This design comes from an exercise in tuning for small area on the open sky130 flow, not from production work.
In this exercise RTL edits were held to simulation tests only and were not proved equivalent to the original.
Power and IR drop assume default switching activity.

==> design/flow/design.v <==
`timescale 1ns / 1ps
module apb_spi_top(
    input  wire        i_clk,
    input  wire        i_rst_n,
    input  wire        i_psel,
    input  wire        i_pwrite,
    input  wire        i_penable,
    input  wire [31:0] i_paddr,
    input  wire [31:0] i_pwdata,
    output wire [31:0] o_prdata,
    output wire        o_pready,
    output wire        o_pslverr,
    input  wire        i_MISO,
    output reg         o_MOSI,
    output reg         o_SCLK,
    output wire        o_SS0,
    output wire        o_SS1,
    output wire        o_SS2,
    output wire        o_SS3,
    output wire        o_int
);
    localparam [1:0] ST_IDLE = 2'd0, ST_LOAD = 2'd1, ST_XFER = 2'd2, ST_DONE = 2'd3;
    wire        page = (i_paddr[31:12] == 20'h40002);
    wire [11:0] off  = i_paddr[11:0];
    wire        acc  = i_psel & i_penable & page;
    wire        wr   = acc & i_pwrite;
    wire        rd   = acc & ~i_pwrite;
    wire s_lcr = (off == 12'h000);
    wire s_dlr = (off == 12'h004);
    wire s_ier = (off == 12'h008);
    wire s_tbr = (off == 12'h010);
    wire s_rbr = (off == 12'h014);
    reg  [1:0] state;
    reg  [1:0] gap;
    wire busy = (state != ST_IDLE);
    wire st_load = (state == ST_LOAD);
    wire st_xfer = (state == ST_XFER);
    reg  [5:0] lcr;
    reg  [7:0] dlr;
    reg  [3:0] ier;
    wire wls  = lcr[0];
    wire cpol = lcr[1];
    wire cpha = lcr[2];
    wire cdte = lcr[3];
    reg  [15:0] tmem [0:15];
    reg  [15:0] rmem [0:15];
    reg  [4:0]  twp, trp, rwp, rrp;
    wire t_eq    = (twp[3:0] == trp[3:0]);
    wire t_empty = t_eq & (twp[4] == trp[4]);
    wire t_full  = t_eq & (twp[4] != trp[4]);
    wire r_eq    = (rwp[3:0] == rrp[3:0]);
    wire r_empty = r_eq & (rwp[4] == rrp[4]);
    wire r_full  = r_eq & (rwp[4] != rrp[4]);
    wire [15:0] thead = tmem[trp[3:0]];
    wire [15:0] rhead = rmem[rrp[3:0]];
    wire tbr_w = wr & s_tbr & ~t_full;
    reg  tx_push, rx_pop, rx_wr;
    reg  [15:0] rx_sh;
    wire rx_w = rx_wr & ~r_full;
    always @(posedge i_clk) begin
        if (tbr_w) tmem[twp[3:0]] <= i_pwdata[15:0];
        if (rx_w)  rmem[rwp[3:0]] <= rx_sh;
    end
    always @(posedge i_clk or negedge i_rst_n) begin
        if (!i_rst_n) begin
            twp <= 5'd0; trp <= 5'd0; rwp <= 5'd0; rrp <= 5'd0;
            tx_push <= 1'b0; rx_pop <= 1'b0;
        end else begin
            tx_push <= tbr_w;
            rx_pop  <= rd & s_rbr & ~r_empty;
            if (tx_push) twp <= twp + 1'b1;
            if (st_load) trp <= trp + 1'b1;
            if (rx_w)    rwp <= rwp + 1'b1;
            if (rx_pop)  rrp <= rrp + 1'b1;
        end
    end
    always @(posedge i_clk or negedge i_rst_n) begin
        if (!i_rst_n) begin
            lcr <= 6'd0; dlr <= 8'd0; ier <= 4'd0;
        end else begin
            if (wr & s_lcr & ~busy) lcr <= i_pwdata[5:0];
            if (wr & s_dlr & ~busy) dlr <= i_pwdata[7:0];
            if (wr & s_ier)         ier <= i_pwdata[3:0];
        end
    end
    assign o_pready  = 1'b1;
    assign o_pslverr = (wr & busy & ((s_lcr & (i_pwdata[5:0] != lcr)) |
                                     (s_dlr & (i_pwdata[7:0] != dlr))))
                     | (acc & (off >= 12'h018));
    reg [31:0] rdata;
    always @(*) begin
        case (off)
            12'h000: rdata = {26'd0, lcr};
            12'h004: rdata = {24'd0, dlr};
            12'h008: rdata = {28'd0, ier};
            12'h00C: rdata = {28'd0, r_full, r_empty, t_full, t_empty};
            12'h010: rdata = 32'd0;
            12'h014: rdata = {16'd0, rhead};
            default: rdata = 32'hFFFF_FFFF;
        endcase
    end
    assign o_prdata = page ? rdata : 32'd0;
    assign o_int = (t_empty & ier[0]) | (t_full & ier[1]) | (r_empty & ier[2]) | (r_full & ier[3]);
    reg  [7:0] cnt;       
    reg  [5:0] m;         
    reg        done;
    reg [15:0] tx_sh;
    wire z      = (cnt == 8'd0);
    wire toggle = st_xfer & ~done & z;
    wire shedge = m[0] ^ cpha;
    wire can_go = ~t_empty & ~r_full;
    always @(posedge i_clk or negedge i_rst_n) begin
        if (!i_rst_n) begin
            state <= ST_IDLE;
            gap   <= 2'd0;
        end else begin
            if (state == ST_DONE) gap <= gap + 1'b1;
            case (state)
                ST_IDLE: if (can_go) state <= ST_LOAD;
                ST_LOAD: state <= ST_XFER;
                ST_XFER: if (done) state <= ~cdte ? ST_DONE : (can_go ? ST_LOAD : ST_IDLE);
                ST_DONE: if (gap == 2'd3) state <= ST_IDLE;
            endcase
        end
    end
    always @(posedge i_clk) begin
        cnt <= (z | st_load) ? dlr : cnt - 1'b1;
        if (st_load)     m <= wls ? 6'd30 : 6'd14;
        else if (toggle) m <= m - 1'b1;
        if (st_load) tx_sh <= thead;
        if (toggle & ~shedge)
            rx_sh <= {rx_sh[14:8], rx_sh[7] & wls, rx_sh[6:0], i_MISO};
    end
    always @(posedge i_clk or negedge i_rst_n) begin
        if (!i_rst_n) begin
            o_SCLK <= 1'b0;
            o_MOSI <= 1'b0;
            done   <= 1'b0;
            rx_wr  <= 1'b0;
        end else begin
            done  <= toggle & m[5];
            rx_wr <= done;
            if (!st_xfer)    o_SCLK <= cpol;
            else if (toggle) o_SCLK <= ~o_SCLK;
            if (st_load & ~cpha)                o_MOSI <= wls ? thead[15] : thead[7];
            else if (toggle & shedge & ~m[5])   o_MOSI <= tx_sh[m[4:1]];
        end
    end
    wire ss_act = st_load | st_xfer;
    assign o_SS0 = ~(ss_act & (lcr[5:4] == 2'd0));
    assign o_SS1 = ~(ss_act & (lcr[5:4] == 2'd1));
    assign o_SS2 = ~(ss_act & (lcr[5:4] == 2'd2));
    assign o_SS3 = ~(ss_act & (lcr[5:4] == 2'd3));
endmodule
==> design/flow/run.sh <==
#!/bin/bash
# synth_recipe.tcl (not shown) runs the flow's synth.tcl, then flattens the netlist and writes it again
# the make line also repeats each setting of config.mk as NAME=value (left out here)
make -C /OpenROAD-flow-scripts/flow DESIGN_CONFIG=/design/flow/config.mk WORK_HOME=/design/flow/orfs CLKGATE_MAP_FILE= SYNTH_SCRIPT=/design/flow/synth_recipe.tcl finish
==> design/flow/config.mk <==
export PLATFORM = sky130hd
export DESIGN_NAME = apb_spi_top
export DESIGN_NICKNAME = apb_spi_top
export VERILOG_FILES = /design/flow/design.v
export SDC_FILE = /design/flow/constraint.sdc
export NUM_CORES = 4
export LEC_CHECK = 0
export CAP_MARGIN = 20
export CORE_MARGIN = 2
export CORE_UTILIZATION = 40
export PLACE_DENSITY = 0.6
export SLEW_MARGIN = 20
==> design/flow/constraint.sdc <==
create_clock -name core_clock -period 10.0 [get_ports {i_clk}]
set_input_delay 2.0000 -clock core_clock [delete_from_list [all_inputs] [get_ports {i_clk}]]
set_output_delay 2.0000 -clock core_clock [all_outputs]
set_load 0.01 [all_outputs]
==> results of run 1 <==
==> worst max-delay path, cell delays in order <==
cell and delay [ps]:
clkdlybuf4s50_1 430, or4_4 570, nor4_2 320, or4b_1 700, or2_4 410, o221ai_1 220
clkdlybuf4s50_1 600
==> power by group through the flow <==
stage / clock (mW) / combinational [mW] / sequential, mW
4_1_cts: 2.41 / 0.339 / 2.82
5_1_grt: 2.51 / 0.358 / 2.82
6_report: 2.36 / 0.333 / 2.82
3_5_place_dp: 0 / 0.336 / 2.87
2_1_floorplan: 0 / 0.274 / 2.83
3_3_place_gp: 0 / 0.330 / 2.87
==> final timing paths <==
path                               startpoint                      to  slack (ps)  depth (start not counted)
max reg2reg                rrp[1]$_DFFE_PN0P_  rmem[10][11]$_DFFE_PP_        6510                          6
min in group asynchronous             i_rst_n      o_SCLK$_DFFE_PN0P_        1490                          2
max in group asynchronous             i_rst_n      rrp[0]$_DFFE_PN0P_        8010                          2
min                            done$_DFF_PN0_         rx_wr$_DFF_PN0_         450                          0
min reg2reg                    done$_DFF_PN0_         rx_wr$_DFF_PN0_         450                          0
max                                i_paddr[7]             o_prdata[7]        2740                          7
==> placed cells by master (no fill, tap or decap), types with 15 or more instances in the layout <==
master / count
ha_1: 18
and2_1: 29
edfxtp_1: 550
o21ai_1: 15
dfrtp_1: 44
clkbuf_16: 67
inv_1: 42
xnor2_1: 34
buf_4: 45
clkdlybuf4s50_1: 92
xor2_1: 21
nand2_1: 23
mux2_2: 22
clkinv_1: 15
mux4_2: 158
==> area by class of cell <==
type                       count  area [um2]
multi-input combinational    471        6080
tap                          782         978
fill                        4987       31900
clock buffer                  80        1730
clock inverter                35         380
sequential                   606       17900
inverter                      43         161
timing repair buffer         139        1270
==> registers in the layout (all words and copies together), names as in the netlist <==
register and cells:
trp 5, m 6, rx_sh 16, lcr 6
done 1, rx_wr 1, twp 5, rmem 256
rrp 5, ier 4, gap 2, o_SCLK 1
cnt 8, o_MOSI 1, tmem 256, rx_pop 1
rwp 5, tx_sh 16, state 2, dlr 8
tx_push 1
==> cell families after synthesis <==
| group | share of synthesized area [%] |
|---|---|
| buf+inv | 2.14 |
| xor+xnor | 1.97 |
| other cells | 0.0153 |
| compound gates | 1.64 |
| fa+ha+maj | 0.921 |
| simple gates | 3.75 |
| mux | 16.5 |
| flops | 73.1 |
==> layer usage <==
metal  wire, um  vias to the layer above  GRT usage, %  part of all wire, %
met3       2290                      102          2.90                  4.3
met2      27300                      279          29.0                   51
met4       1570                        0          5.99                  2.9
met1      22500                     6122          22.6                   42
met5          0                        -             0                    0
li1           -                     5119             -                    -
==> stage by stage <==
| stage | worst slack, ps | total power, mW | util [%] |
|---|---|---|---|
| 2_1_floorplan | 3990 | 3.10 | - |
| 3_3_place_gp | 2820 | 3.20 | 43.7 |
| 3_5_place_dp | 2720 | 3.21 | 43.7 |
| 4_1_cts | 2720 | 5.57 | 47.2 |
| 5_1_grt | 2630 | 5.69 | 47.2 |
| 6_report | 2740 | 5.51 | 47.2 |
==> impl_results.md, run 1 <==
* Critical Path End Type: primary output
* Total core area at 0.0604 mm2
* Register area share after synthesis at 73.1%
* Final #Nets at 1,415
* Worst-Skew Late Latency at 600 ps
* Die extent in x at 251 um
* Combinational power share at 6.0%
* Placed Area at 0.0264 mm2
* Clk root buf: clkbuf_16
* Buffers on Ports at 93
* Endpoints failing setup at 0
* Initial Util at 40.5%
* Drc violations at 0
* Most common cell in the netlist: edfxtp_1
* Routability Congestion at 0.750
* Post-Synthesis Cells at 1,188
* Vias/cell at 5.39
* Antenna cell count at 0
* Final instance area at 0.0285 mm2
* Top cells by area, synth: edfxtp_1 68%, mux4_2 15%, dfrtp_1 4.9%
* CTS Hold Bufs at 0
* Hold WS at 448 ps
* Pin count of the biggest net entering global routing at 69
* Max Buffers Root-to-Sink at 3
* Worst IR drop on VDD at 0.000191 V
* Via count at 11,622
* CTS tree: yes
* H-tree Lvls at 3
* Cts repair resizes at 0
* RSZ-0062 raised after global routing: no
* Worst-Margin Slew at 1150 ps
* Synth top cells by count: 550 x edfxtp_1, 158 x mux4_2, 48 x dfrtp_1, 42 x inv_1, 34 x xnor2_1
* Drt first pass iters at 5
* Placed insts at 2,041
* Internal power at 4.34 mW
* FP Rows at 90
* Share of the synthesized area in the top cell type at 67.5%
* PwrDens at 193 mW/mm2
* Total CTS buffers at 66
* Count of pins over their slew limit at 0
* Clk pwr share at 42.8%
* Yosys warning count at 1
* DRT antenna net count at 0
* Max Fclk at 0.138 GHz
* Clk_skew at 18.8 ps
* # IOs at 111
* Vias in the first global route at 12,127
* Worst-path maximum fanout at 13
* Synthesized cell area at 0.0245 mm2
* Synth area leader: edfxtp_1
* CTS clk-pin slew, worst paths at 60 ps
* Initial DRC count at 1,130
* Area Growth Syn to Fin at 16.5%
* Dpl hpwl at 31,000 um
* CP Data Arrival Time at 5260 ps
* Syn avg cell area at 20.6 um2
* Seq pwr share at 51.1%
* Class of the worst hold path: flip-flop to flip-flop
* Synthesized flop and latch total at 606
* Non-Filler Instances at 2,156
* Crit share post-route at 72.6%
* Initial antenna violation count at 0
* P_sw at 1.17 mW
* Minimum clock period at 7260 ps
* Type of origin of the critical path: input pin
* CTS sink cnt at 606
* WP data required at 8000 ps
* Layout cells sized above 1 at 25.0%
* Final Hold Viols at 0
* WL/cell at 24.9 um
* Normalized max-slew margin at 23.5%
* Total track usage at 17.2%
* Number of synthesized flops with an enable pin at 550
* First-pass GRT wire length at 78,800 um
* Max-Cap Viols at 0
* Setup CP Type: input pin to primary output
* Yosys cell types at 66
* Chip height at 251 um
* Leakage at 9.11 nW
* Most used DFF post-synth: edfxtp_1
* Die area at 0.0631 mm2
* Post-CTS setup repair buffer count at 0
* Final WL at 53,600 um
* Setup TNS at 0 ps
* Run status: timing/DRC/antenna clean
* Sw Share at 21.2%
* Mapped Nets at 1,276
* Async S/R FF share, synth at 7.92%
* Gr ovfl total at 0
==> run 2, diff against run 1 <==
--- a/design/flow/design.v
+++ b/design/flow/design.v
@@ -43,34 +43,54 @@
     wire cpha = lcr[2];
     wire cdte = lcr[3];
-    reg  [15:0] tmem [0:15];
-    reg  [15:0] rmem [0:15];
-    reg  [4:0]  twp, trp, rwp, rrp;
-    wire t_eq    = (twp[3:0] == trp[3:0]);
-    wire t_empty = t_eq & (twp[4] == trp[4]);
-    wire t_full  = t_eq & (twp[4] != trp[4]);
-    wire r_eq    = (rwp[3:0] == rrp[3:0]);
-    wire r_empty = r_eq & (rwp[4] == rrp[4]);
-    wire r_full  = r_eq & (rwp[4] != rrp[4]);
-    wire [15:0] thead = tmem[trp[3:0]];
-    wire [15:0] rhead = rmem[rrp[3:0]];
-    wire tbr_w = wr & s_tbr & ~t_full;
-    reg  tx_push, rx_pop, rx_wr;
+    reg  [15:0] tring [0:15];
+    reg  [15:0] rring [0:15];
+    reg  [3:0]  xh, rh;
+    reg  [4:0]  xc, rc;
+    reg  [15:0] tbr;
     reg  [15:0] rx_sh;
-    wire rx_w = rx_wr & ~r_full;
+    reg         tx_push, tx_pend, rx_pop, rx_wr, done;
+    wire t_empty = (xc == 5'd0);
+    wire t_full  = xc[4];
+    wire r_empty = (rc == 5'd0);
+    wire r_full  = rc[4];
+    wire tbr_w   = wr & s_tbr & ~t_full;
+    wire [3:0] xtail = xh + xc[3:0];
+    wire [3:0] rtail = rh + rc[3:0];
+    wire t_ins = (tx_push & ~xtail[0]) | tx_pend;
+    wire r_ins = ((done & (~r_full | rx_pop)) | (rx_wr & ~r_full)) & ~rtail[0];
+    wire [15:0] tsel, rsel;
+    wire [15:0] thead, rhead;
+    spi_dec16 u_tdec (.i_a(xh), .o_y(tsel));
+    spi_dec16 u_rdec (.i_a(rh), .o_y(rsel));
+    spi_ohmux16 u_tmux (.i_sel(tsel), .i_d({tring[15], tring[14], tring[13], tring[12], tring[11], tring[10], tring[9], tring[8],
+                                             tring[7], tring[6], tring[5], tring[4], tring[3], tring[2], tring[1], tring[0]}), .o_q(thead));
+    spi_ohmux16 u_rmux (.i_sel(rsel), .i_d({rring[15], rring[14], rring[13], rring[12], rring[11], rring[10], rring[9], rring[8],
+                                             rring[7], rring[6], rring[5], rring[4], rring[3], rring[2], rring[1], rring[0]}), .o_q(rhead));
+    integer k;
     always @(posedge i_clk) begin
-        if (tbr_w) tmem[twp[3:0]] <= i_pwdata[15:0];
-        if (rx_w)  rmem[rwp[3:0]] <= rx_sh;
+        if (tbr_w) tbr <= i_pwdata[15:0];
+        tring[0] <= tring[15];
+        rring[0] <= rring[15];
+        for (k = 1; k < 16; k = k + 1) begin
+            if ((k & 1) && t_ins && (xtail[3:1] == (k >> 1))) tring[k] <= tbr;
+            else                                          tring[k] <= tring[k-1];
+            if ((k & 1) && r_ins && (rtail[3:1] == (k >> 1))) rring[k] <= rx_sh;
+            else                                              rring[k] <= rring[k-1];
+        end
     end
     always @(posedge i_clk or negedge i_rst_n) begin
         if (!i_rst_n) begin
-            twp <= 5'd0; trp <= 5'd0; rwp <= 5'd0; rrp <= 5'd0;
-            tx_push <= 1'b0; rx_pop <= 1'b0;
+            xh <= 4'd0; rh <= 4'd0; xc <= 5'd0; rc <= 5'd0;
+            tx_push <= 1'b0; tx_pend <= 1'b0; rx_pop <= 1'b0;
         end else begin
             tx_push <= tbr_w;
+            tx_pend <= tx_push & xtail[0];
             rx_pop  <= rd & s_rbr & ~r_empty;
-            if (tx_push) twp <= twp + 1'b1;
-            if (st_load) trp <= trp + 1'b1;
-            if (rx_w)    rwp <= rwp + 1'b1;
-            if (rx_pop)  rrp <= rrp + 1'b1;
+            xh <= xh + 1'b1 + st_load;
+            rh <= rh + 1'b1 + rx_pop;
+            if (tx_push & ~st_load)      xc <= xc + 1'b1;
+            else if (~tx_push & st_load) xc <= xc - 1'b1;
+            if (rx_wr & ~r_full & ~rx_pop)    rc <= rc + 1'b1;
+            else if (~(rx_wr & ~r_full) & rx_pop) rc <= rc - 1'b1;
         end
     end
@@ -104,5 +124,4 @@
     reg  [7:0] cnt;       
     reg  [5:0] m;         
-    reg        done;
     reg [15:0] tx_sh;
     wire z      = (cnt == 8'd0);
@@ -153,2 +172,24 @@
     assign o_SS3 = ~(ss_act & (lcr[5:4] == 2'd3));
 endmodule
+module spi_dec16(input wire [3:0] i_a, output wire [15:0] o_y);
+    assign o_y = 16'd1 << i_a;
+endmodule
+module spi_ohmux16(input wire [15:0] i_sel, input wire [255:0] i_d, output wire [15:0] o_q);
+    genvar b;
+    generate for (b = 0; b < 16; b = b + 1) begin : g_bit
+        wire [5:0] g;
+        spi_aoi222 u_g0 (.i_a({i_d[16*2+b],  i_d[16*1+b],  i_d[16*0+b]}),  .i_s(i_sel[2:0]),   .o_y(g[0]));
+        spi_aoi222 u_g1 (.i_a({i_d[16*5+b],  i_d[16*4+b],  i_d[16*3+b]}),  .i_s(i_sel[5:3]),   .o_y(g[1]));
+        spi_aoi222 u_g2 (.i_a({i_d[16*8+b],  i_d[16*7+b],  i_d[16*6+b]}),  .i_s(i_sel[8:6]),   .o_y(g[2]));
+        spi_aoi222 u_g3 (.i_a({i_d[16*11+b], i_d[16*10+b], i_d[16*9+b]}),  .i_s(i_sel[11:9]),  .o_y(g[3]));
+        spi_aoi222 u_g4 (.i_a({i_d[16*14+b], i_d[16*13+b], i_d[16*12+b]}), .i_s(i_sel[14:12]), .o_y(g[4]));
+        assign g[5] = ~(i_d[16*15+b] & i_sel[15]);
+        spi_nand6 u_n (.i_a(g), .o_y(o_q[b]));
+    end endgenerate
+endmodule
+module spi_aoi222(input wire [2:0] i_a, input wire [2:0] i_s, output wire o_y);
+    assign o_y = ~((i_a[0] & i_s[0]) | (i_a[1] & i_s[1]) | (i_a[2] & i_s[2]));
+endmodule
+module spi_nand6(input wire [5:0] i_a, output wire o_y);
+    assign o_y = ~&i_a;
+endmodule
==> design/flow/flow/run.sh (new file) <==
#!/bin/bash
# Standard ORFS layout (the standard.sh) with two changes:
#  - port buffers use the smallest buffer cell instead of the resizer's pick
#  - clock tree synthesis without dummy loads
set -euo pipefail
export BUFFER_PORTS_ARGS="-buffer_cell sky130_fd_sc_hd__buf_1"
export CTS_ARGS="-sink_clustering_enable -repair_clock_nets -dont_use_dummy_load -buf_list sky130_fd_sc_hd__clkbuf_4 -sink_clustering_size 10 -sink_clustering_max_diameter 40"
bash standard.sh > standard.log 2>&1
==> design/flow/standard.sh (new file) <==
#!/bin/bash
# synth_recipe.tcl (not shown) runs the flow's synth.tcl, then flattens the netlist and writes it again
# the make line also repeats each setting of config.mk as NAME=value (left out here)
make -C /OpenROAD-flow-scripts/flow DESIGN_CONFIG=/design/flow/config.mk WORK_HOME=/design/flow/orfs CLKGATE_MAP_FILE= SYNTH_SCRIPT=/design/flow/synth_recipe.tcl "${@:-finish}"
==> design/flow/config.mk (replaced) <==
export PLATFORM = sky130hd
export DESIGN_NAME = apb_spi_top
export DESIGN_NICKNAME = apb_spi_top
export VERILOG_FILES = /design/flow/design.v
export SDC_FILE = /design/flow/constraint.sdc
export NUM_CORES = 4
export LEC_CHECK = 0
export CAP_MARGIN = 0
export CORE_MARGIN = 2
export CORE_UTILIZATION = 70
export CTS_BUF_LIST = sky130_fd_sc_hd__clkbuf_4
export CTS_CLUSTER_DIAMETER = 40
export CTS_CLUSTER_SIZE = 10
export PLACE_DENSITY = 0.85
export SLEW_MARGIN = 0
export SYNTH_HIERARCHICAL = 1
export SYNTH_MINIMUM_KEEP_SIZE = 0
removed: design/flow/run.sh
==> run 2 against run 1 <==
Still clean on timing, DRC and antenna. Largest power group unchanged. Combinational power is 45% lower. Clock power down 53%. Synthesized area fell by 11%. Clock skew rose by 62 ps.
==> impl_results.md, run 2 <==
* Die extent in x at 180 um
* Normalized max-slew margin at 15.7%
* Gr ovfl total at 0
* Total core area at 0.0306 mm2
* Vias/cell at 6.81
* CP Data Arrival Time at 4240 ps
* Die area at 0.0325 mm2
* Crit-path most repeated cell: buf_1
* Commonest cells after routing, fill and taps aside: 520 x dfxtp_1, 277 x mux2_2, 162 x a222oi_1
* Synthesized flop and latch total at 621
* Clk root buf: clkbuf_4
* First-pass GRT wire length at 79,700 um
* Yosys warning count at 9
* Run status: timing/DRC/antenna clean
* Commonest non-fill, non-tap cell in the layout: dfxtp_1
* Dpl hpwl at 31,300 um
* Total CTS buffers at 76
* CTS sink cnt at 621
* Worst IR drop on VDD at 0.000140 V
* Leakage at 9.17 nW
* Buffers on Ports at 93
* Multi-input gate area at 0.00807 mm2
* Endpoints failing setup at 0
* FF+latch area at 0.0132 mm2
* Type of origin of the critical path: input pin
* Min-delay src: tring[13][5]$_DFF_P_
* Buf/Inv on CP at 2
* Count of pins over their slew limit at 0
* Worst r2r src: state[1]$_DFFE_PN0P_
* Crit-path cells: buf_1 -> or4b_4 -> or3_2 -> nor2b_1 -> buf_1
* Class of the worst hold path: flip-flop to flip-flop
* Cts repair resizes at 0
* Syn avg cell area at 13.7 um2
* RSZ-0062 raised after global routing: no
* Minimum clock period at 6240 ps
* Filler cell count at 1,965
* CTS Hold Bufs at 0
* Chip height at 180 um
* Final worst slack at 3760 ps
* Max-Cap Viols at 0
* Clk_skew at 80.4 ps
* Pin count of the biggest net entering global routing at 48
* R2R setup slack at 6550 ps
* Max Fclk at 0.160 GHz
* Initial DRC count at 2,068
* Delay-heaviest family, CP: simple AND/OR/NAND/NOR gates
* Worst-Skew Late Latency at 750 ps
* Post-route core utilization at 75.0%
* Register area share after synthesis at 60.7%
* Drt first pass iters at 10
* Routability Congestion at 0.918
* Worst-Margin Slew at 1260 ps
* FP Rows at 64
* PwrDens at 167 mW/mm2
* Via count at 14,409
* Final WL at 51,700 um
* Post-Place Worst Slack at 3720 ps
* Setup CP Type: input pin to primary output
* Max Buffers Root-to-Sink at 3
* Max incr delay on CP at 710 ps
* Final Hold Viols at 0
* Most used DFF post-synth: dfxtp_1
* CP startpoint: i_paddr[12]
* Crit-path slowest cell: nor2b_1
* Mapped Nets at 1,692
* Initial Util at 71.1%
* Synth top cells by count: 520 x dfxtp_1, 277 x mux2_2, 162 x a222oi_1, 71 x nand2_1, 54 x edfxtp_1
* Post-Synthesis Cells at 1,592
* CTS clk-pin slew, worst paths at 100 ps
* Total track usage at 31.3%
* Drc violations at 0
* Crit share post-route at 62.4%
* Worst-path maximum fanout at 17
* Yosys cell types at 60
* Layout cells sized above 1 at 24.3%
* Setup TNS at 0 ps
* Vias in the first global route at 14,627
* H-tree Lvls at 3
* Synth area leader: dfxtp_1
* Power, Total at 3.83 mW
* Initial antenna violation count at 1
* Final #Nets at 1,821
* Post-CTS setup repair buffer count at 0
* DRT antenna net count at 0
* Synthesized cell area at 0.0218 mm2
* Number of synthesized flops with an enable pin at 54
* WP data required at 8000 ps
* # IOs at 111
* Critical Path End Type: primary output
* Area Growth Syn to Fin at 5.48%
* Async S/R FF share, synth at 7.57%
* Share of the synthesized area in the top cell type at 47.9%
* CTS tree: yes
* Top cells by area, synth: dfxtp_1 48%, mux2_2 14%, a222oi_1 7.5%
* WL/cell at 24.4 um
* Most common cell in the netlist: dfxtp_1
==> run 2: final timing paths <==
| path | endpoint | depth (start not counted) |
|---|---|---|
| max | o_prdata[23] | 5 |
| min in group asynchronous | rh[1]$_DFF_PN0_ | 2 |
| min reg2reg | tring[14][5]$_DFF_P_ | 0 |
| min | tring[14][5]$_DFF_P_ | 0 |
| max in group asynchronous | lcr[5]$_DFFE_PN0P_ | 2 |
| max reg2reg | xc[4]$_DFFE_PN0P_ | 11 |
==> run 2: Yosys stat by module (local to each module, per instance) <==
| module | cells | times used |
|---|---|---|
| spi_ohmux16 | 18 | 2 |
| spi_aoi222 | 1 | 160 |
| spi_nand6 | 2 | 32 |
| apb_spi_top | 1292 | 1 |
| spi_dec16 | 20 | 2 |
==> run 2: report_power, final <==
group	internal, mW	switching, mW	total [mW]
Clock	0.351	0.748	1.10
Combinational	0.0699	0.114	0.184
Sequential	2.51	0.0294	2.54
Total	2.94	0.891	3.83
==> run 2: cell type report <==
type                       count  share of cell area (%)
sequential                   621                    57.6
timing repair buffer         115                    2.25
tap                          396                    2.16
antenna                        2                  0.0218
clock buffer                  76                    2.49
inverter                      21                   0.344
multi-input combinational    886                    35.2
==> run 2: through the flow <==
| step | instances | cell area [um2] | hold slack [ps] |
|---|---|---|---|
| after floorplan | 1592 | 21800 | 330 |
| after global placement | 2039 | 22400 | 332 |
| after detailed placement | 2039 | 22400 | 334 |
| after CTS | 2115 | 22900 | 306 |
| after global routing | 2117 | 22900 | 308 |
| final | 2117 | 22900 | 305 |
==> run 2: layer usage <==
layer	track usage [%]	vias to the layer above	routed length, um
met5	0	-	0
met4	14.0	0	1770
met3	7.07	144	5440
met2	49.3	826	23700
met1	41.7	7049	20800
li1	-	6390	-
==> run 2: kinds of logic after synthesis <==
group	after synthesis	share of synthesized area, %
flops	621	60.7
simple gates	288	8.59
mux	287	15.1
compound gates	230	9.32
buf+inv	85	2.32
xor+xnor	50	2.05
fa+ha+maj	30	1.86
other cells	1	0.0172
==> run 2: worst reg2reg max path: cells and delay by family, from the launching register on <==
kind	cells	cell delay (ps)
AOI/OAI and AO/OA	2	370
xor gates and xnor gates	2	300
buffers and inverters	3	640
adders and majority gates	3	1490
DFF	1	430
and+or+nand+nor	1	70
==> run 3, diff against run 2 <==
==> design/flow/run.sh (new file) <==
#!/bin/bash
# synth_recipe.tcl (not shown) runs the flow's synth.tcl, then flattens the netlist and writes it again
# the make line also repeats each setting of config.mk as NAME=value (left out here)
make -C /OpenROAD-flow-scripts/flow DESIGN_CONFIG=/design/flow/config.mk WORK_HOME=/design/flow/orfs CLKGATE_MAP_FILE= SYNTH_SCRIPT=/design/flow/synth_recipe.tcl finish
removed: design/flow/flow/run.sh
removed: design/flow/standard.sh
==> run 3 against run 2 <==
Critical endpoint unchanged. Critical path depth is the same. Clock skew shrank 26 ps. Cell count grew 2.5%. Hold slack gained 0.77 ps. Still clean on timing, DRC and antenna. Clock power grew about 30%. Count of clock-buffer cells in the layout grew 36. Global-route usage grew 0.50 points. Core utilization grew 3.4 points.
==> impl_results.md, run 3 <==
* Via count at 14,467
* Vias in the first global route at 14,491
* Final instance area at 0.0240 mm2
* Dpl hpwl at 31,700 um
* Most used DFF post-synth: dfxtp_1
* Max incr delay on CP at 770 ps
* Post-Synthesis Cells at 1,592
* Synth top cells by count: 520 x dfxtp_1, 277 x mux2_2, 162 x a222oi_1, 71 x nand2_1, 54 x edfxtp_1
* Placed Area at 0.0229 mm2
* Gr ovfl total at 0
* CTS Hold Bufs at 0
* WP data required at 8000 ps
* First-pass GRT wire length at 81,100 um
* Delay-heaviest family, CP: simple AND/OR/NAND/NOR gates
* Share of the synthesized area in the top cell type at 47.9%
* Max Buffers Root-to-Sink at 3
* RSZ-0062 raised after global routing: no
* Count of pins over their slew limit at 0
* Normalized max-slew margin at 15.6%
* Setup TNS at 0 ps
* Synthesized cell area at 0.0218 mm2
* Final Hold Viols at 0
* Total core area at 0.0306 mm2
* Pin count of the biggest net entering global routing at 48
* Run status: timing/DRC/antenna clean
* Type of origin of the critical path: input pin
* Worst-Skew Late Latency at 760 ps
* Worst-path maximum fanout at 17
* FF-to-FF path depth at 6
* # IOs at 111
* Buffers on Ports at 93
* Layout cells sized above 1 at 26.4%
* CTS sink cnt at 621
* Crit share post-route at 71.4%
* CTS clk-pin slew, worst paths at 110 ps
* Mapped Nets at 1,692
* CP Data Arrival Time at 5140 ps
* Cts repair resizes at 0
* Drt first pass iters at 10
* Worst r2r src: xh[1]$_DFF_PN0_
* Initial DRC count at 2,087
* PwrDens at 174 mW/mm2
* WL/cell at 24.3 um
* Filler cell count at 1,864
* Register area share after synthesis at 60.7%
* Clk_skew at 54.4 ps
* Min-delay src: tring[7][7]$_DFF_P_
* Critical Path End Type: primary output
* Commonest cells after routing, fill and taps aside: 520 x dfxtp_1, 277 x mux2_2, 162 x a222oi_1
* Endpoints failing setup at 0
* Die area at 0.0325 mm2
* Post-CTS setup repair buffer count at 0
* WHS Path Cells at 0
* Leakage at 9.65 nW
* Drc violations at 0
* Chip height at 180 um
* Clk root buf: clkbuf_4
* Max Fclk at 0.140 GHz
* Final WL at 52,700 um
* Crit-path cells: clkdlybuf4s50_1 -> or4b_4 -> or3_2 -> nor2b_1 -> clkdlybuf4s50_1
* Final #Nets at 1,821
* Initial antenna violation count at 1
* Minimum clock period at 7140 ps
* Worst IR drop on VDD at 0.000119 V
* Yosys cell types at 60
* Die extent in x at 180 um
* Commonest non-fill, non-tap cell in the layout: dfxtp_1
* Routability Congestion at 0.895
* Reg-to-Reg End: tring[7][10]$_DFF_P_
* Buf/Inv on CP at 2
* Total CTS buffers at 76
* Number of synthesized flops with an enable pin at 54
* Syn avg cell area at 13.7 um2
* Setup CP Type: input pin to primary output
* H-tree Lvls at 3
* Worst-Margin Slew at 1260 ps
* FP Rows at 64
* Worst Hold End: tring[8][7]$_DFF_P_
* CTS tree: yes
* Max-Cap Viols at 0
* Crit-path slowest cell: nor2b_1
* Vias/cell at 6.67
* Yosys warning count at 9
* Top cells by area, synth: dfxtp_1 48%, mux2_2 14%, a222oi_1 7.5%
* Crit-path most repeated cell: clkdlybuf4s50_1
* Class of the worst hold path: flip-flop to flip-flop
* Synthesized flop and latch total at 621
* DRT antenna net count at 0
* Async S/R FF share, synth at 7.57%
* R2R setup slack at 6570 ps
* Initial Util at 71.1%
* Synth area leader: dfxtp_1
* Most common cell in the netlist: dfxtp_1
* Area Growth Syn to Fin at 10.2%
* Total track usage at 31.8%
-- run 3: worst max path at each step --
stage,cells after the start,endpoint,startpoint
CTS,5,o_prdata[23],i_paddr[12]
detailed placement,5,o_prdata[23],i_paddr[12]
global placement,5,o_prdata[16],i_paddr[12]
finish,5,o_prdata[23],i_paddr[12]
global route,5,o_prdata[21],i_paddr[12]
floorplan,5,o_prdata[17],i_paddr[12]
-- run 3: Yosys stat by module, one instance, submodules excluded --
module / copies in the design / flip-flops and latches / cells inside
spi_nand6: 32 / 0 / 2
spi_dec16: 2 / 0 / 20
apb_spi_top: 1 / 621 / 1292
spi_aoi222: 160 / 0 / 1
spi_ohmux16: 2 / 0 / 18
-- run 3: routing by layer --
metal	routed length, um	GRT usage (%)
met1	21500	43.6
met5	0	0
met4	1470	11.8
met3	5130	6.53
met2	24600	50.3
-- run 3: worst reg2reg max path: cells and delay by family (launching register included) --
| family | cells | cell delay [ps] |
|---|---|---|
| AND/OR/NAND/NOR | 1 | 1020 |
| flip-flops | 1 | 860 |
| multiplexers | 1 | 430 |
| AO/OA/AOI/OAI | 2 | 410 |
| adder cells (fa/ha/maj) | 1 | 350 |
| XOR/XNOR | 1 | 240 |
-- run 3: cell type report --
cell class	instances	area [um2]	area share, %
Timing Repair Buffer	115	1090	4.55
Inverter	21	78.8	0.329
Tap cell	396	495	2.07
Clock buffer	112	841	3.51
Multi-Input combinational cell	886	8070	33.7
Clock inverter	17	185	0.772
Antenna cell	2	5.00	0.0209
Sequential cell	621	13200	55.1
-- run 3: report_power, final --
part,internal (mW),switching (mW),total [mW]
Sequential,2.51,0.0298,2.54
Combinational,0.0837,0.112,0.196
Clock,0.600,0.833,1.43
Total,3.20,0.975,4.17
-- run 3: cell families after synthesis --
kind of cell    count (synthesis)  share of synthesized area, %
other cells                     1                        0.0172
compound gates                230                          9.32
buf+inv                        85                          2.32
fa+ha+maj                      30                          1.86
simple gates                  288                          8.59
xor+xnor                       50                          2.05
flops                         621                          60.7
mux                           287                          15.1
-- run 3: per-stage QoR --
| stage | setup WS (ps) | hold slack [ps] | std cells | util [%] | total power, mW |
|---|---|---|---|---|---|
| 2_1_floorplan | 3960 | 330 | 1592 | - | 2.71 |
| 3_3_place_gp | 2940 | 331 | 2039 | 75.0 | 2.78 |
| 3_5_place_dp | 2820 | 335 | 2039 | 75.0 | 2.79 |
| 4_1_cts | 2820 | 295 | 2168 | 78.4 | 4.19 |
| 5_1_grt | 2690 | 307 | 2169 | 78.4 | 4.33 |
| 6_report | 2860 | 306 | 2170 | 78.4 | 4.17 |
==> run 4, diff against run 3 <==
--- a/design/flow/design.v
+++ b/design/flow/design.v
@@ -59,10 +59,11 @@
     wire t_ins = (tx_push & ~xtail[0]) | tx_pend;
     wire r_ins = ((done & (~r_full | rx_pop)) | (rx_wr & ~r_full)) & ~rtail[0];
-    wire [15:0] tsel, rsel;
-    wire [15:0] thead, rhead;
-    spi_dec16 u_tdec (.i_a(xh), .o_y(tsel));
+    reg  [15:0] thead;
+    reg         thv;
+    wire th_tbr  = tx_push & (xc == {4'd0, st_load});
+    wire th_ring = ~thv & (xh == 4'd0) & ~t_empty;
+    wire [15:0] rsel;
+    wire [15:0] rhead;
     spi_dec16 u_rdec (.i_a(rh), .o_y(rsel));
-    spi_ohmux16 u_tmux (.i_sel(tsel), .i_d({tring[15], tring[14], tring[13], tring[12], tring[11], tring[10], tring[9], tring[8],
-                                             tring[7], tring[6], tring[5], tring[4], tring[3], tring[2], tring[1], tring[0]}), .o_q(thead));
     spi_ohmux16 u_rmux (.i_sel(rsel), .i_d({rring[15], rring[14], rring[13], rring[12], rring[11], rring[10], rring[9], rring[8],
                                              rring[7], rring[6], rring[5], rring[4], rring[3], rring[2], rring[1], rring[0]}), .o_q(rhead));
@@ -70,4 +71,6 @@
     always @(posedge i_clk) begin
         if (tbr_w) tbr <= i_pwdata[15:0];
+        if (th_tbr)       thead <= tbr;
+        else if (th_ring) thead <= tring[0];
         tring[0] <= tring[15];
         rring[0] <= rring[15];
@@ -83,5 +86,8 @@
             xh <= 4'd0; rh <= 4'd0; xc <= 5'd0; rc <= 5'd0;
             tx_push <= 1'b0; tx_pend <= 1'b0; rx_pop <= 1'b0;
-        end else begin
+            thv <= 1'b0;
+        end else begin
+            if (th_tbr | th_ring) thv <= 1'b1;
+            else if (st_load)     thv <= 1'b0;
             tx_push <= tbr_w;
             tx_pend <= tx_push & xtail[0];
==> design/flow/flow/run.sh (new file) <==
#!/bin/bash
# Standard ORFS layout (the standard.sh) with two changes:
#  - port buffers use the smallest buffer cell instead of the resizer's pick
#  - clock tree synthesis without dummy loads
set -euo pipefail
export BUFFER_PORTS_ARGS="-buffer_cell sky130_fd_sc_hd__buf_1"
export CTS_ARGS="-sink_clustering_enable -repair_clock_nets -dont_use_dummy_load -buf_list sky130_fd_sc_hd__clkbuf_16 -sink_clustering_size 32 -sink_clustering_max_diameter 50"
bash standard.sh > standard.log 2>&1
==> design/flow/standard.sh (new file) <==
#!/bin/bash
# synth_recipe.tcl (not shown) runs the flow's synth.tcl, then flattens the netlist and writes it again
# the make line also repeats each setting of config.mk as NAME=value (left out here)
make -C /OpenROAD-flow-scripts/flow DESIGN_CONFIG=/design/flow/config.mk WORK_HOME=/design/flow/orfs CLKGATE_MAP_FILE= SYNTH_SCRIPT=/design/flow/synth_recipe.tcl "${@:-finish}"
removed: design/flow/run.sh
==> run 4 against run 3 <==
Cell count down 9.7%. Synthesized area down 2.6%. Largest power group unchanged. Routed wire length shrank 16%.
==> impl_results.md, run 4 <==
* Die extent in x at 178 um
* Vias in the first global route at 12,481
* Top cells by area, synth: dfxtp_1 49%, mux2_2 15%, edfxtp_1 9.9%
* Total CTS buffers at 39
* Async S/R FF share, synth at 7.52%
* Crit share post-route at 66.4%
* Initial antenna violation count at 0
* Buffers on Ports at 93
* Routability Congestion at 0.841
* Total core area at 0.0297 mm2
* Register area share after synthesis at 64.7%
* Total track usage at 28.1%
* CP Data Arrival Time at 4640 ps
* Placed insts at 1,921
* Clk root buf: clkbuf_16
* Chip height at 178 um
* CTS Hold Bufs at 0
* Final WL at 44,200 um
* Worst-Margin Slew at 1130 ps
* PwrDens at 184 mW/mm2
* Worst Hold End: tring[4][0]$_DFF_P_
* Initial Util at 71.3%
* WHS Path Cells at 0
* Cts repair resizes at 0
* CTS tree: yes
* Max Fclk at 0.151 GHz
* FP Rows at 63
* Worst-Skew Late Latency at 560 ps
* WP data required at 8000 ps
* R2R setup slack at 6340 ps
* Number of synthesized flops with an enable pin at 70
* DRT antenna net count at 0
* Synthesized cell area at 0.0212 mm2
* Worst IR drop on VDD at 0.000164 V
* Most used DFF post-synth: dfxtp_1
* Via count at 12,335
* Pin count of the biggest net entering global routing at 49
* Synth top cells by count: 520 x dfxtp_1, 285 x mux2_2, 81 x a222oi_1, 70 x edfxtp_1, 52 x nand2_1
* Drc violations at 0
* Max Buffers Root-to-Sink at 3
* Setup CP Type: input pin to primary output
* Commonest non-fill, non-tap cell in the layout: dfxtp_1
* Normalized max-slew margin at 24.5%
* FF-to-FF path depth at 11
* H-tree Lvls at 2
* First-pass GRT wire length at 68,200 um
* Yosys warning count at 9
* Min-delay src: tring[3][0]$_DFF_P_
* Type of origin of the critical path: input pin
* Initial DRC count at 1,097
* Final #Nets at 1,672
* Vias/cell at 6.29
* Setup TNS at 0 ps
* Worst-path maximum fanout at 17
* # IOs at 111
* Minimum clock period at 6640 ps
* Worst r2r src: state[1]$_DFFE_PN0P_
* Endpoints failing setup at 0
* Clk_skew at 75.4 ps
* Final Hold Viols at 0
* Post-Synthesis Cells at 1,487
* Class of the worst hold path: flip-flop to flip-flop
* Run status: timing/DRC/antenna clean
* Syn avg cell area at 14.2 um2
* WL/cell at 22.5 um
* Mapped Nets at 1,587
* Post-Place Worst Slack at 3470 ps
* CTS sink cnt at 638
* Area Growth Syn to Fin at 7.22%
* Antenna cell count at 0
* Critical Path End Type: primary output
* Reg-to-Reg End: xc[4]$_DFFE_PN0P_
* Share of the synthesized area in the top cell type at 49.1%
* Most common cell in the netlist: dfxtp_1
* Layout cells sized above 1 at 23.6%
* Count of pins over their slew limit at 0
* Gr ovfl total at 0
* Final worst slack at 3360 ps
* Dpl hpwl at 26,400 um
* Non-Filler Instances at 1,960
* Max-Cap Viols at 0
* Commonest cells after routing, fill and taps aside: 520 x dfxtp_1, 285 x mux2_2, 92 x buf_1
* Leakage at 9.31 nW
* Synthesized flop and latch total at 638
* Yosys cell types at 65
* Post-CTS setup repair buffer count at 0
* Drt first pass iters at 9
* CTS clk-pin slew, worst paths at 100 ps
* RSZ-0062 raised after global routing: no
* CP startpoint: i_paddr[9]
* Die area at 0.0317 mm2
* Synth area leader: dfxtp_1
==> run 4: cells by family after synthesis <==
family	share of synthesized area, %
buf+inv	2.18
simple gates	6.82
flops	64.7
compound gates	5.93
fa+ha+maj	1.91
mux	16.3
xor+xnor	2.14
other cells	0.0177
==> run 4: worst max path at each step <==
stage                         endpoint  slack [ps]  depth (start not counted)
after global routing       o_prdata[6]        3370                          7
after detailed placement   o_prdata[6]        3470                          7
after CTS                  o_prdata[6]        3460                          7
after floorplan           o_prdata[17]        4240                          6
after global placement     o_prdata[6]        3490                          7
final                      o_prdata[6]        3360                          7
==> run 4: area by class of cell <==
| type | instances | area (um2) |
|---|---|---|
| Timing Repair Buffer | 106 | 448 |
| Clock buffer | 39 | 976 |
| Multi-Input combinational cell | 769 | 7020 |
| Fill cell | 1807 | 7000 |
| Tap cell | 390 | 488 |
| Inverter | 18 | 67.6 |
| Sequential cell | 638 | 13700 |
==> run 4: modules after synthesis, one instance, submodules excluded <==
module       cells inside  flip-flops and latches  times used  cell area [um2]
spi_nand6               2                       0          16             13.8
spi_dec16              20                       0           1              277
spi_aoi222              1                       0          80             10.0
apb_spi_top          1337                     638           1            19800
spi_ohmux16            18                       0           1             98.8
==> run 4: layer usage <==
layer | wire length [um] | GRT usage (%) | vias up
met5 | 0 | 0 | -
li1 | - | - | 5600
met2 | 21800 | 48.4 | 477
met4 | 1350 | 9.87 | 0
met1 | 18100 | 36.2 | 6148
met3 | 2980 | 4.11 | 110
==> run 4: worst max-delay path, stage by stage <==
cell and delay, ps:
buf_1 70, or4_1 700, nor4_2 290, and4b_1 870, a221oi_1 240, nor2_1 270, buf_1 190
==> run 4: where the power goes <==
group	internal [mW]	leakage, nW	switching (mW)	total, mW
clock	0.693	0.481	0.760	1.45
sequential	2.59	5.50	0.0138	2.61
combinational	0.0537	3.33	0.0710	0.125
==> run 4: through the flow <==
| step | total power, mW | cell area, um2 | hold WS (ps) | util (%) |
|---|---|---|---|---|
| 2_1_floorplan | 2.75 | 21200 | 310 | - |
| 3_3_place_gp | 2.78 | 21700 | 310 | 73.2 |
| 3_5_place_dp | 2.79 | 21700 | 312 | 73.2 |
| 4_1_cts | 4.20 | 22700 | 293 | 76.4 |
| 5_1_grt | 4.30 | 22700 | 296 | 76.4 |
| 6_report | 4.18 | 22700 | 292 | 76.4 |
==> run 5, diff against run 4 <==
==> design/flow/flow/run.sh (replaced) <==
#!/bin/bash
# Standard ORFS layout (the standard.sh) with two changes:
#  - port buffers use the smallest buffer cell instead of the resizer's pick
#  - clock tree synthesis without dummy loads
set -euo pipefail
export BUFFER_PORTS_ARGS="-buffer_cell sky130_fd_sc_hd__buf_1"
export CTS_ARGS="-sink_clustering_enable -repair_clock_nets -dont_use_dummy_load -buf_list sky130_fd_sc_hd__clkbuf_4 -sink_clustering_size 12 -sink_clustering_max_diameter 30"
bash standard.sh > standard.log 2>&1
==> run 5 against run 4 <==
Highest routed layer unchanged. Largest power group unchanged. Critical path depth unchanged. First-iteration DRC count increased by 9.2%. Cell count increased by 3.1%. Critical endpoint unchanged. Via count increased by 1.3%. Flip-flop and latch count unchanged. Routed wire length decreased by 1.5%. Synthesized cell count unchanged.
==> impl_results.md, run 5 <==
* Register area share after synthesis at 64.7%
* Most common cell in the netlist: dfxtp_1
* Syn avg cell area at 14.2 um2
* Setup TNS at 0 ps
* WL/cell at 21.5 um
* Internal power at 3.10 mW
* Total CTS buffers at 99
* Vias in the first global route at 12,841
* Final worst slack at 3430 ps
* Commonest cells after routing, fill and taps aside: 520 x dfxtp_1, 285 x mux2_2, 99 x clkbuf_4
* Initial antenna violation count at 1
* CTS clk-pin slew, worst paths at 110 ps
* Die extent in x at 178 um
* Class of the worst hold path: flip-flop to flip-flop
* Worst-Margin Slew at 1130 ps
* Final #Nets at 1,732
* DRT antenna net count at 0
* Count of pins over their slew limit at 0
* Yosys warning count at 9
* Dpl hpwl at 26,400 um
* Drc violations at 0
* Synthesized cell area at 0.0212 mm2
* First-pass GRT wire length at 68,000 um
* Clk root buf: clkbuf_4
* Pin count of the biggest net entering global routing at 49
* Die area at 0.0317 mm2
* Final Hold Viols at 0
* Layout cells sized above 1 at 26.4%
* Run status: timing/DRC/antenna clean
* Hold WS at 271 ps
* P_sw at 0.849 mW
* Post-CTS setup repair buffer count at 0
* Most used DFF post-synth: dfxtp_1
* Max Buffers Root-to-Sink at 3
* Via count at 12,501
* Power, Total at 3.95 mW
* Post-Place Worst Slack at 3470 ps
* Endpoints failing setup at 0
* Cts repair resizes at 0
* Max-Cap Viols at 0
* Number of synthesized flops with an enable pin at 70
* # IOs at 111
* Total track usage at 28.0%
* Seq pwr share at 66.0%
* Share of the synthesized area in the top cell type at 49.1%
* RSZ-0062 raised after global routing: no
* Yosys cell types at 65
* CTS sink cnt at 638
* Post-Synthesis Cells at 1,487
* PwrDens at 176 mW/mm2
* Synth top cells by count: 520 x dfxtp_1, 285 x mux2_2, 81 x a222oi_1, 70 x edfxtp_1, 52 x nand2_1
* Area Growth Syn to Fin at 6.14%
* Initial Util at 71.3%
* Clk pwr share at 30.9%
* H-tree Lvls at 3
* Sw Share at 21.5%
* CP Data Arrival Time at 4570 ps
* Crit share post-route at 65.7%
* Top cells by area, synth: dfxtp_1 49%, mux2_2 15%, edfxtp_1 9.9%
* Combinational power share at 3.1%
* Clk_skew at 104 ps
* FP Rows at 63
* Buffers on Ports at 93
* Setup CP Type: input pin to primary output
* Routability Congestion at 0.841
* Drt first pass iters at 6
* Type of origin of the critical path: input pin
* Synth area leader: dfxtp_1
* Commonest non-fill, non-tap cell in the layout: dfxtp_1
* Async S/R FF share, synth at 7.52%
* Normalized max-slew margin at 24.4%
* CTS tree: yes
* Minimum clock period at 6570 ps
* Vias/cell at 6.19
* Worst IR drop on VDD at 0.000148 V
* Final WL at 43,500 um
* Mapped Nets at 1,587
* WP data required at 8000 ps
* Synthesized flop and latch total at 638
* Total core area at 0.0297 mm2
* Max Fclk at 0.152 GHz
* Initial DRC count at 1,198
* Placed Area at 0.0217 mm2
* Worst-Skew Late Latency at 790 ps
* Final instance area at 0.0225 mm2
* Leakage at 9.28 nW
* Gr ovfl total at 0
* Critical Path End Type: primary output
* Worst-path maximum fanout at 17
* Chip height at 178 um
* CTS Hold Bufs at 0
==> run 5: cell counts after synthesis <==
No cell type changed its count.
==> run 5: final timing paths <==
check / startpoint / to / slack (ps) / cells after the start
max: i_paddr[9] / o_prdata[6] / 3430 / 7
min: tring[5][7]$_DFF_P_ / tring[6][7]$_DFF_P_ / 270 / 0
max reg2reg: state[1]$_DFFE_PN0P_ / xc[4]$_DFFE_PN0P_ / 6340 / 11
min reg2reg: tring[5][7]$_DFF_P_ / tring[6][7]$_DFF_P_ / 270 / 0
max in group asynchronous: i_rst_n / rh[3]$_DFF_PN0_ / 8160 / 2
min in group asynchronous: i_rst_n / tx_push$_DFF_PN0_ / 1320 / 2
==> run 5: stage by stage <==
stage	util, %	std cells
4_1_cts	75.7	2020
5_1_grt	75.7	2021
3_5_place_dp	73.2	1921
6_report	75.7	2021
2_1_floorplan	-	1487
3_3_place_gp	73.2	1921
==> run 5: per-layer routing <==
metal	up-vias	part of all wire [%]	global-route usage, %
li1	5756	-	-
met1	6149	41	35.6
met2	479	49	47.5
met3	117	6.8	5.29
met4	0	2.9	11.1
met5	-	0	0
==> run 5: kinds of logic (layout without fill, tap and decap cells) <==
group | count (synthesis) | in the layout | synth area share [%]
flops | 638 | 638 | 64.7
mux | 307 | 307 | 16.3
simple gates | 229 | 229 | 6.82
compound gates | 151 | 151 | 5.93
buf+inv | 80 | 223 | 2.18
xor+xnor | 51 | 51 | 2.14
fa+ha+maj | 30 | 30 | 1.91
other cells | 1 | 2 | 0.0177
==> run 5: worst max-delay path, stage by stage <==
cell      delay (ps)
buf_1             70
or4_1            700
nor4_2           270
and4b_1          860
a221oi_1         230
nor2_1           240
buf_1            190
==> run 5: final cells by class <==
| class | instances | area (um2) |
|---|---|---|
| inverter | 18 | 67.6 |
| antenna | 1 | 2.50 |
| fill | 1869 | 7230 |
| timing repair buffer | 106 | 448 |
| multi-input combinational | 769 | 7020 |
| tap | 390 | 488 |
| sequential | 638 | 13700 |
| clock buffer | 99 | 743 |
==> run 5: power groups by stage <==
stage / clock [mW] / combinational, mW / sequential (mW)
after floorplan: 0 / 0.0878 / 2.66
after global placement: 0 / 0.118 / 2.66
after detailed placement: 0 / 0.123 / 2.66
after CTS: 1.25 / 0.125 / 2.61
after global routing: 1.35 / 0.139 / 2.61
final: 1.22 / 0.124 / 2.61
==> run 5: modules after synthesis (local to each module, per instance) <==
module,flip-flops and latches,area [um2],cells inside
spi_nand6,0,13.8,2
spi_ohmux16,0,98.8,18
apb_spi_top,638,19800,1337
spi_aoi222,0,10.0,1
spi_dec16,0,277,20
==> run 6, diff against run 5 <==
==> design/flow/flow/run.sh (replaced) <==
#!/bin/bash
# Standard ORFS layout (the standard.sh) with two changes:
#  - port buffers use the smallest buffer cell instead of the resizer's pick
#  - clock tree synthesis without dummy loads
set -euo pipefail
export BUFFER_PORTS_ARGS="-buffer_cell sky130_fd_sc_hd__buf_1"
export CTS_ARGS="-sink_clustering_enable -repair_clock_nets -dont_use_dummy_load -buf_list sky130_fd_sc_hd__clkbuf_8 -sink_clustering_size 20 -sink_clustering_max_diameter 40"
bash standard.sh > standard.log 2>&1
==> run 6 against run 5 <==
Still clean. Non-clock buffer count is the same. Total power grew 0.15%. Flip-flop and latch count is the same. Clock power is essentially flat. Synthesized area is the same. Highest routed layer unchanged.
==> impl_results.md, run 6 <==
* Setup CP Type: input pin to primary output
* Vias/cell at 6.21
* Run status: timing/DRC/antenna clean
* Clk pwr share at 30.9%
* Count of pins over their slew limit at 0
* Worst-Skew Late Latency at 620 ps
* Most common cell in the netlist: dfxtp_1
* Cts repair resizes at 0
* Total core area at 0.0297 mm2
* Gr ovfl total at 0
* WP data required at 8000 ps
* PwrDens at 176 mW/mm2
* Drc violations at 0
* Via count at 12,257
* Worst-Margin Slew at 1140 ps
* Chip height at 178 um
* P_sw at 0.827 mW
* Placed Area at 0.0217 mm2
* Yosys warning count at 9
* Sw Share at 20.9%
* Endpoints failing setup at 0
* Combinational power share at 3.2%
* Critical Path End Type: primary output
* Synth area leader: dfxtp_1
* Number of synthesized flops with an enable pin at 70
* Most used DFF post-synth: dfxtp_1
* Worst r2r src: state[1]$_DFFE_PN0P_
* Max incr delay on CP at 870 ps
* Final Hold Viols at 0
* Die extent in x at 178 um
* CP Data Arrival Time at 4600 ps
* Max-Cap Viols at 0
* Async S/R FF share, synth at 7.52%
* Share of the synthesized area in the top cell type at 49.1%
* Syn avg cell area at 14.2 um2
* Max Fclk at 0.151 GHz
* RSZ-0062 raised after global routing: no
* Crit-path slowest cell: and4b_1
* R2R setup slack at 6390 ps
* Pin count of the biggest net entering global routing at 49
* Buf/Inv on CP at 2
* Met1 Usage GRT at 36.5%
* Max Buffers Root-to-Sink at 3
* Routability Congestion at 0.841
* First-pass GRT wire length at 68,100 um
* Final WL at 43,800 um
* Post-CTS setup repair buffer count at 0
* Grt peak-use layer: met2
* Post-Synthesis Cells at 1,487
* Clk root buf: clkbuf_8
* Setup TNS at 0 ps
* Minimum clock period at 6600 ps
* Type of origin of the critical path: input pin
* Total CTS buffers at 54
* Power, Total at 3.95 mW
* CTS sink cnt at 638
* Dpl hpwl at 26,400 um
* DRT antenna net count at 0
* Setup crit end: o_prdata[6]
* CTS clk-pin slew, worst paths at 110 ps
* Area Growth Syn to Fin at 6.12%
* Synthesized cell area at 0.0212 mm2
* CTS Hold Bufs at 0
* Worst-path maximum fanout at 17
* Reg-to-Reg End: xc[4]$_DFFE_PN0P_
* Delay-heaviest family, CP: simple AND/OR/NAND/NOR gates
* Worst IR drop on VDD at 0.000168 V
* Internal power at 3.13 mW
* FP Rows at 63
* Crit share post-route at 66.0%
* Register area share after synthesis at 64.7%
* Seq pwr share at 65.9%
* Met3 Usage GRT at 4.37%
* Synthesized flop and latch total at 638
* Mapped Nets at 1,587
* Drt first pass iters at 10
* Commonest non-fill, non-tap cell in the layout: dfxtp_1
* Top cells by area, synth: dfxtp_1 49%, mux2_2 15%, edfxtp_1 9.9%
* GR Util met2 at 48.0%
* Total track usage at 28.0%
* Antenna cell count at 0
* Initial antenna violation count at 0
* Hold WS at 290 ps
* Die area at 0.0317 mm2
* Buffers on Ports at 93
* WL/cell at 22.2 um
* Synth top cells by count: 520 x dfxtp_1, 285 x mux2_2, 81 x a222oi_1, 70 x edfxtp_1, 52 x nand2_1
* Commonest cells after routing, fill and taps aside: 520 x dfxtp_1, 285 x mux2_2, 92 x buf_1
* Leakage at 9.22 nW
* Vias in the first global route at 12,503
* Layout cells sized above 1 at 24.3%
* Crit-path cells: buf_1 -> or4_1 -> nor4_2 -> and4b_1 -> a221oi_1 -> nor2_1 -> buf_1
* FF-to-FF path depth at 11
* Yosys cell types at 65
* Class of the worst hold path: flip-flop to flip-flop
* Final instance area at 0.0225 mm2
* CP startpoint: i_paddr[9]
* H-tree Lvls at 2
* Final #Nets at 1,687
* Initial Util at 71.3%
* Crit-path most repeated cell: buf_1
* CTS tree: yes
* Normalized max-slew margin at 24.0%
* Clk_skew at 92.5 ps
* Cell depth of the worst setup path at 7
* Initial DRC count at 1,076
* # IOs at 111
-- run 6: cell counts after synthesis --
Identical to the previous run, type by type.
-- run 6: how the worst min path moves through the flow --
| stage | start | to | slack (ps) | cells after the start |
|---|---|---|---|---|
| 3_5_place_dp | tring[15][12]$_DFF_P_ | tring[0][12]$_DFF_P_ | 310 | 0 |
| 4_1_cts | tring[15][4]$_DFF_P_ | tring[0][4]$_DFF_P_ | 290 | 0 |
| 3_3_place_gp | tring[3][1]$_DFF_P_ | tring[4][1]$_DFF_P_ | 310 | 0 |
| 6_report | tring[7][7]$_DFF_P_ | tring[8][7]$_DFF_P_ | 290 | 0 |
| 2_1_floorplan | tring[15][0]$_DFF_P_ | tring[0][0]$_DFF_P_ | 310 | 0 |
| 5_1_grt | tring[15][4]$_DFF_P_ | tring[0][4]$_DFF_P_ | 280 | 0 |
-- run 6: per-module statistics from Yosys (local to each module, per instance) --
| module | copies in the design | cells | cell area, um2 |
|---|---|---|---|
| spi_aoi222 | 80 | 1 | 10.0 |
| spi_nand6 | 16 | 2 | 13.8 |
| spi_dec16 | 1 | 20 | 277 |
| spi_ohmux16 | 1 | 18 | 98.8 |
| apb_spi_top | 1 | 1337 | 19800 |
-- run 6: per-layer routing --
layer | part of all wire, % | vias to the layer above | routed length, um
met3 | 7.0 | 95 | 3050
met1 | 41 | 6086 | 18000
met5 | 0 | - | 0
met4 | 2.5 | 0 | 1090
li1 | - | 5634 | -
met2 | 49 | 442 | 21700
-- run 6: area by class of cell --
type	count	area [um2]
clock buffers	54	743
fillers	1864	7230
inverters	18	67.6
multi-input cells	769	7020
flip-flops and latches	638	13700
well taps	390	488
repair buffers	106	448
-- run 6: cell families (layout without fill, tap and decap cells) --
kind of cell	Yosys count	in the layout	share of synthesized area, %
AOI/OAI and AO/OA	151	151	5.93
xor gates and xnor gates	51	51	2.14
adders and majority gates	30	30	1.91
buffers and inverters	80	178	2.18
DFF	638	638	64.7
muxes	307	307	16.3
other	1	1	0.0177
and+or+nand+nor	229	229	6.82
-- run 6: power groups by stage --
| stage | Sequential (mW) | Clock, mW | Combinational, mW |
|---|---|---|---|
| detailed placement | 2.66 | 0 | 0.123 |
| floorplan | 2.66 | 0 | 0.0878 |
| CTS | 2.61 | 1.25 | 0.125 |
| finish | 2.61 | 1.22 | 0.125 |
| global placement | 2.66 | 0 | 0.118 |
| global route | 2.61 | 1.34 | 0.140 |
-- run 6: per-stage QoR --
stage          setup WS, ps  utilization [%]  instances
6_report               3400             75.7       1975
5_1_grt                3370             75.7       1975
4_1_cts                3460             75.7       1975
3_5_place_dp           3470             73.2       1921
3_3_place_gp           3490             73.2       1921
2_1_floorplan          4240                -       1487
==> run 7, diff against run 6 <==
==> design/flow/flow/run.sh (replaced) <==
#!/bin/bash
# Standard ORFS layout (the standard.sh) with two changes:
#  - port buffers use the smallest buffer cell instead of the resizer's pick
#  - clock tree synthesis without dummy loads
set -euo pipefail
export BUFFER_PORTS_ARGS="-buffer_cell sky130_fd_sc_hd__buf_1"
export CTS_ARGS="-sink_clustering_enable -repair_clock_nets -dont_use_dummy_load -buf_list sky130_fd_sc_hd__clkbuf_4 -sink_clustering_size 10 -sink_clustering_max_diameter 40"
bash standard.sh > standard.log 2>&1
==> run 7 against run 6 <==
Flip-flop and latch count unchanged. Hold slack worse by 1.3 ps. Setup slack gained 7.9 ps. Synthesized area stayed put. Count of clock-buffer cells in the layout up 22. Combinational power about the same. Clock skew increased by 3.8 ps. Maximum frequency is 0.12% higher. Sequential share of layout area up 0.46 points. Critical endpoint unchanged. Highest routed layer unchanged.
==> impl_results.md, run 7 <==
* Total core area at 0.0297 mm2
* Die extent in x at 178 um
* Worst IR drop on VDD at 0.000132 V
* Final Hold Viols at 0
* Total CTS buffers at 76
* Die area at 0.0317 mm2
* Mapped Nets at 1,587
* Buffers on Ports at 93
* Placed Area at 0.0217 mm2
* FP Rows at 63
* Final #Nets at 1,709
* CTS tree: yes
* Share of the synthesized area in the top cell type at 49.1%
* Synthesized cell area at 0.0212 mm2
* Vias in the first global route at 12,584
* Compound-gate portion of the synthesized area at 5.93%
* Crit share post-route at 65.9%
* Class of the worst hold path: flip-flop to flip-flop
* Syn avg cell area at 14.2 um2
* Run status: timing/DRC/antenna clean
* Synth area leader: dfxtp_1
* Yosys cell types at 65
* Final WL at 43,500 um
* Drt first pass iters at 10
* Non-Filler Instances at 1,999
* Post-Synth XOR/XNOR Area at 2.14%
* Routability Congestion at 0.841
* R2R setup slack at 6350 ps
* Pin count of the biggest net entering global routing at 49
* Count of pins over their slew limit at 0
* Max Buffers Root-to-Sink at 3
* Register area share after synthesis at 64.7%
* Max-Cap Viols at 0
* Post-Synth Simple-Gate Area at 6.82%
* CTS sink cnt at 638
* Async S/R FF share, synth at 7.52%
* Commonest non-fill, non-tap cell in the layout: dfxtp_1
* Post-Synthesis Cells at 1,487
* DRT antenna net count at 0
* Initial antenna violation count at 3
* Placed insts at 1,921
* CP startpoint: i_paddr[9]
* Dpl hpwl at 26,400 um
* Worst-Skew Late Latency at 750 ps
* # IOs at 111
* Drc violations at 0
* Setup TNS at 0 ps
* Number of synthesized flops with an enable pin at 70
* Gr ovfl total at 0
* PwrDens at 171 mW/mm2
* Most used DFF post-synth: dfxtp_1
* Vias/cell at 6.17
* Chip height at 178 um
* Worst-Margin Slew at 1130 ps
* CTS clk-pin slew, worst paths at 110 ps
* Adder-cell area share of the yosys netlist at 1.91%
* H-tree Lvls at 3
* Worst r2r src: state[1]$_DFFE_PN0P_
* Worst-path maximum fanout at 17
* Power, Total at 3.83 mW
* WL/cell at 21.8 um
* Top cells by area, synth: dfxtp_1 49%, mux2_2 15%, edfxtp_1 9.9%
* Synth top cells by count: 520 x dfxtp_1, 285 x mux2_2, 81 x a222oi_1, 70 x edfxtp_1, 52 x nand2_1
* Initial Util at 71.3%
* Endpoints failing setup at 0
* Post-CTS setup repair buffer count at 0
* CTS Hold Bufs at 0
* Layout cells sized above 1 at 25.3%
* First-pass GRT wire length at 67,600 um
* Total track usage at 28.0%
* Initial DRC count at 1,200
* Largest family of logic cells by synthesized area: multiplexers
* Via count at 12,340
* Leakage at 9.18 nW
* Area Growth Syn to Fin at 5.33%
* Yosys warning count at 9
* Minimum clock period at 6590 ps
* Critical Path End Type: primary output
* Most common cell in the netlist: dfxtp_1
* Synthesized flop and latch total at 638
* Max Fclk at 0.152 GHz
* Min-delay src: rring[11][0]$_DFF_P_
* Setup CP Type: input pin to primary output
* Commonest cells after routing, fill and taps aside: 520 x dfxtp_1, 285 x mux2_2, 92 x buf_1
* CP Data Arrival Time at 4590 ps
* WP data required at 8000 ps
* RSZ-0062 raised after global routing: no
* Final worst slack at 3410 ps
* Cts repair resizes at 0
* Clk_skew at 96.3 ps
* Clk root buf: clkbuf_4
* Normalized max-slew margin at 24.7%
* Multiplexer share of the synthesized area at 16.3%
* Post-Place Worst Slack at 3470 ps
* Type of origin of the critical path: input pin
* Final instance area at 0.0223 mm2
-- run 7: power breakdown --
| part | total [mW] | internal (mW) | switching (mW) |
|---|---|---|---|
| Clock | 1.10 | 0.351 | 0.746 |
| Sequential | 2.60 | 2.59 | 0.0138 |
| Combinational | 0.124 | 0.0537 | 0.0703 |
| Total | 3.83 | 3.00 | 0.831 |
-- run 7: through the flow --
stage | hold WS [ps] | utilization [%]
finish | 289 | 75.1
global placement | 310 | 73.2
CTS | 274 | 75.1
floorplan | 310 | -
global route | 280 | 75.1
detailed placement | 312 | 73.2
-- run 7: per-module statistics from Yosys (local to each module, per instance) --
module,flops+latches,copies in the design
apb_spi_top,638,1
spi_aoi222,0,80
spi_ohmux16,0,1
spi_nand6,0,16
spi_dec16,0,1
-- run 7: area by class of cell --
type	instances	area, um2
flip-flops and latches	638	13700
clock buffers	76	571
repair buffers	106	448
well taps	390	488
multi-input cells	769	7020
fillers	1894	7400
diodes	2	5.00
inverters	18	67.6
-- run 7: critical path, cell delays in order --
cell and delay, ps:
buf_1 70, or4_1 700, nor4_2 280, and4b_1 860, a221oi_1 230, nor2_1 250
buf_1 190
-- run 7: metal layers --
layer / wire length (um) / GRT usage (%) / part of all wire, %
met3: 2920 / 5.12 / 6.7
met4: 1360 / 11.5 / 3.1
met1: 18000 / 35.9 / 41
met5: 0 / 0 / 0
met2: 21200 / 47.0 / 49
-- run 7: logic make-up after synthesis --
kind of cell	count (synthesis)
flops	638
mux	307
simple gates	229
compound gates	151
buf+inv	80
xor+xnor	51
fa+ha+maj	30
other cells	1
-- run 7: path summary, 6_finish.rpt --
kind	end	cells after the start
setup / recovery	o_prdata[6]	7
hold / removal	rring[12][0]$_DFF_P_	0
setup reg to reg	xc[4]$_DFFE_PN0P_	11
hold reg to reg	rring[12][0]$_DFF_P_	0
max in group asynchronous	dlr[1]$_DFFE_PN0P_	2
min in group asynchronous	rc[2]$_DFFE_PN0P_	2

## separate check: timing with driven ports
The results above use ideal ports. As a check the final layouts listed here were re-extracted and re-timed, cells and wires unchanged. Step 1, drivers: a clkbuf_16 drives i_clk and a buf_2 each remaining input, both assumed. Step 2, shift: input delay + t, output delay - t, t = (earliest + latest rising clock arrival at the registers) / 2. This alone moves slack from input paths to output paths. Three values: no drivers, after step 1, after step 2; two values: the first two.
run | shift t [ns] | setup WS [ns] | latest minus earliest clock arrival (ns) | worst data-port slew with drivers (ns) | cell pins on the clock port's net
run 1 | 0.653 | 2.744 / 2.723 / 2.723 | 0.023 / 0.023 | 0.08 | 1
run 2 | 0.764 | 3.758 / 3.738 / 3.738 | 0.081 / 0.081 | 0.03 | 1
run 3 | 0.786 | 2.863 / 2.841 / 2.841 | 0.073 / 0.073 | 0.04 | 1
run 4 | 0.575 | 3.364 / 3.334 / 3.334 | 0.075 / 0.075 | 0.04 | 1
run 5 | 0.774 | 3.427 / 3.395 / 3.395 | 0.117 / 0.117 | 0.04 | 1
run 6 | 0.629 | 3.399 / 3.368 / 3.368 | 0.093 / 0.093 | 0.04 | 1
run 7 | 0.761 | 3.407 / 3.376 / 3.376 | 0.116 / 0.116 | 0.04 | 1
After both steps setup and hold are still met in every run listed. For run 5, which loses most, drivers alone change the setup slack by -0.032 ns; drivers and shift together by -0.032 ns.
